Source: an optimization exercise on an open RTL-to-GDS flow (aim: small area and a short achievable clock period). Production flows keep margins and buffers that such runs may drop.
Where RTL was checked, it was by simulation tests only, not by an equivalence proof against the original.
Power is estimated from default activity; no workload was simulated.

## my_fir
module my_fir
#(parameter F=10)
(
input logic                clk,
input logic                rst,
input logic signed  [15:0] filter_in,
output logic signed [31:0] filter_out
    );
export LEC_CHECK = 0
export ABC_CLOCK_PERIOD_IN_PS = 2600
export CAP_MARGIN = 20
export CORE_MARGIN = 2
export CORE_UTILIZATION = 60
export CTS_CLUSTER_DIAMETER = 100
export CTS_CLUSTER_SIZE = 24
export PLACE_DENSITY = 0.75
export SETUP_SLACK_MARGIN = 4.1
export SLEW_MARGIN = 20
export SYNTH_HIERARCHICAL = 1
create_clock -name core_clock -period 6.5 [get_ports {clk}]
standard.sh (not shown) runs the stock make flow with config.mk's settings and CLKGATE_MAP_FILE= SYNTH_SCRIPT=/design/flow/synth_recipe.tcl, a recipe that flattens the netlist after the stock synthesis.
==> flow/flow/run.sh <==
#!/bin/bash
# Standard layout, but the port buffers inserted before placement are plain
# buffers (buf_2) instead of the resizer's default delay cell; everything
# else is the standard flow (standard.sh).
export BUFFER_PORTS_ARGS="-buffer_cell sky130_fd_sc_hd__buf_2"
bash standard.sh > standard.log 2>&1
status=$?
cp standard.sh my_standard_copy.sh.txt 2>/dev/null
exit $status
Then changed:
--- a/flow/design.v
+++ b/flow/design.v
@@ -370,16 +370,18 @@
 logic h_4322;
 logic h_4323;
 logic h_4324;
 logic h_4325;
 logic h_4326;
 logic h_4327;
 logic h_4328;
 logic [21:0] q;
+logic qs;    
+logic qs2;   
 always @(posedge clk, posedge rst)
   if (rst) begin
     for (int i = 0; i < 16; i++) d[i] <= '0;
     pr2 <= 17'd0;
     pr3 <= 17'd0;
     pr4 <= 17'd0;
     pr5 <= 17'd0;
     pr6 <= 17'd0;
@@ -747,18 +749,22 @@
     h_4322 <= 1'b0;
     h_4323 <= 1'b0;
     h_4324 <= 1'b0;
     h_4325 <= 1'b0;
     h_4326 <= 1'b0;
     h_4327 <= 1'b0;
     h_4328 <= 1'b0;
     q <= '0;
+    qs <= 1'b0;
+    qs2 <= 1'b0;
   end else begin
     d[0] <= filter_in;
+    qs <= sdup_;
+    qs2 <= sdup2_;
     for (int i = 1; i < 16; i++) d[i] <= d[i-1];
     pr2 <= pr2_d;
     pr3 <= pr3_d;
     pr4 <= pr4_d;
     pr5 <= pr5_d;
     pr6 <= pr6_d;
     pr7 <= pr7_d;
     r0_2540 <= g692;
@@ -2650,18 +2656,21 @@
 wire s4276, c4277;
 fa_ us4276 (r1_3944, ~r1_3945, c4269, s4276, c4277);
 wire s4280, c4281;
 fa_ us4280 (~r1_3946, r1_3947, r1_3948, s4280, c4281);
 wire s4284, c4285;
 fa_ us4284 (r1_3949, ~r1_3950, c4281, s4284, c4285);
 wire [8:0] lsum_ = {1'b0, ~s4068, ~s4060, ~r1_3860, ~r1_3858, ~r1_3857, ~r1_3855, ~r1_3854, ~r1_3852} + {1'b0, 1'b0, 1'b0, ~r1_3861, ~r1_3859, 1'b0, ~r1_3856, 1'b0, ~r1_3853};
 wire [21:0] acc_;
-cpa_ ucpa_ ({lc_, h_4328, h_4326, h_4324, h_4321, h_4319, h_4316, h_4314, h_4311, h_4309, h_4307, h_4304, h_4302, h_4300, h_4298, h_4296, h_4294, h_4290, h_4327, h_4325, h_4323, h_4322, h_4320, h_4318, h_4317, h_4315, h_4313, h_4312, h_4310, h_4308, h_4306, h_4305, h_4303, h_4301, h_4299, h_4297, h_4295, h_4293, h_4292, h_4291, h_4289, h_4288}, acc_);
-assign filter_out = {{10{q[21]}}, q};
+wire pt_, gt_, sdup_, sdup2_;
+cpa_ ucpa_ ({lc_, h_4328, h_4326, h_4324, h_4321, h_4319, h_4316, h_4314, h_4311, h_4309, h_4307, h_4304, h_4302, h_4300, h_4298, h_4296, h_4294, h_4290, h_4327, h_4325, h_4323, h_4322, h_4320, h_4318, h_4317, h_4315, h_4313, h_4312, h_4310, h_4308, h_4306, h_4305, h_4303, h_4301, h_4299, h_4297, h_4295, h_4293, h_4292, h_4291, h_4289, h_4288}, acc_, pt_, gt_);
+x2_ usdup_ (pt_, gt_, sdup_);
+x2_ usdup2_ (pt_, gt_, sdup2_);
+assign filter_out = {{4{qs2}}, {3{qs}}, {3{q[21]}}, q};
 endmodule
 module fa_ (input logic a, input logic b, input logic c, output logic s, output logic co);
 assign s = a ^ b ^ c;
 assign co = (a & b) | (a & c) | (b & c);
 endmodule
 module anb_ (input logic a, input logic b, output logic y);
 assign y = ~a & b;
 endmodule
@@ -2748,17 +2757,17 @@
 wire p__g12_0 = p__g12_12 | (p__p12_12 & p__g11_0);
 wire p__g14_0 = p__g14_14 | (p__p14_14 & p__g13_0);
 wire p__g16_0 = p__g16_16 | (p__p16_16 & p__g15_0);
 assign p = {p__p16_16 ^ p__g15_0, p__p15_15 ^ p__g14_0, p__p14_14 ^ p__g13_0, p__p13_13 ^ p__g12_0, p__p12_12 ^ p__g11_0, p__p11_11 ^ p__g10_0, p__p10_10 ^ p__g9_0, p__p9_9 ^ p__g8_0, p__p8_8 ^ p__g7_0, p__p7_7 ^ p__g6_0, p__p6_6 ^ p__g5_0, p__p5_5 ^ p__g4_0, p__p4_4 ^ p__g3_0, p__p3_3 ^ p__g2_0, p__p2_2 ^ p__g1_0, p__p1_1 ^ p__g0_0, p__p0_0};
 endmodule
 module x2_ (input logic a, input logic b, output logic y);
 assign y = a ^ b;
 endmodule
-module cpa_ (input logic [41:0] i, output logic [21:0] y);
+module cpa_ (input logic [41:0] i, output logic [21:0] y, output logic pt, output logic gt);
 wire g0_0 = i[41];
 wire p0_0 = 1'b0;
 wire g1_1 = ~i[0] & 1'b0;
 wire p1_1 = ~i[0] ^ 1'b0;
 wire g2_2 = ~i[1] & i[24];
 wire p2_2 = ~i[1] ^ i[24];
 wire g3_3 = ~i[2] & 1'b0;
 wire p3_3 = ~i[2] ^ 1'b0;
@@ -2860,9 +2869,11 @@
 wire g12_0 = g12_12 | (p12_12 & g11_0);
 wire g14_0 = g14_14 | (p14_14 & g13_0);
 wire g16_0 = g16_16 | (p16_16 & g15_0);
 wire g18_0 = g18_18 | (p18_18 & g17_0);
 wire g20_0 = g20_20 | (p20_20 & g19_0);
 wire g22_0 = g22_22 | (p22_22 & g21_0);
 wire g24_0 = g24_24 | (p24_24 & g23_0);
 assign y = {p24_24 ^ g23_0, p23_23 ^ g22_0, p22_22 ^ g21_0, p21_21 ^ g20_0, p20_20 ^ g19_0, p19_19 ^ g18_0, p18_18 ^ g17_0, p17_17 ^ g16_0, p16_16 ^ g15_0, p15_15 ^ g14_0, p14_14 ^ g13_0, p13_13 ^ g12_0, p12_12 ^ g11_0, p11_11 ^ g10_0, p10_10 ^ g9_0, p9_9 ^ g8_0, p8_8 ^ g7_0, p7_7 ^ g6_0, p6_6 ^ g5_0, p5_5 ^ g4_0, p4_4 ^ g3_0, p3_3 ^ g2_0};
+assign pt = p24_24;
+assign gt = g23_0;
 endmodule
Result: The new run finished with timing, DRC and antenna clean; cell area climbs by 0.30%; first-iteration DRC count falls by 10%; setup slack improved by 0.034 ns; non-clock buffer count grows by 3; synthesized area barely changes; global-route usage is lower by 0.75 points; via count drops by 1.5%; fmax is higher by 1.4%; hold slack gets worse by 0.014 ns; power is lower by 1.1%.
Function not checked in the second run of this note: the RTL went through the layout flow alone.

==> separate check: timing with driven ports <==
Ports are ideal in the flow. The routed layouts listed here were re-timed in OpenROAD. Step 1 assumes that a clkbuf_16 drives the clock port and a buf_2 every other input. Step 2 times the ports against the registers' clock, not the clock port: input delays grow and output delays shrink by t, the midpoint of the rising clock arrivals with the driver on. Slacks: ideal ports / drivers / drivers and shift; pairs: ideal ports / drivers.
run | t, ns | slack for setup (ns) | worst setup path at the end
the first run | 0.651 | 3.990 / 3.928 / 3.767 | input, reset recovery
the second run | 0.665 | 4.024 / 3.963 / 3.722 | input, reset recovery
After both steps setup and hold are still met in every run listed. For the second run, which loses most, drivers alone change the setup slack by -0.061 ns; drivers and shift together by -0.302 ns. Setup slack includes reset recovery checks.
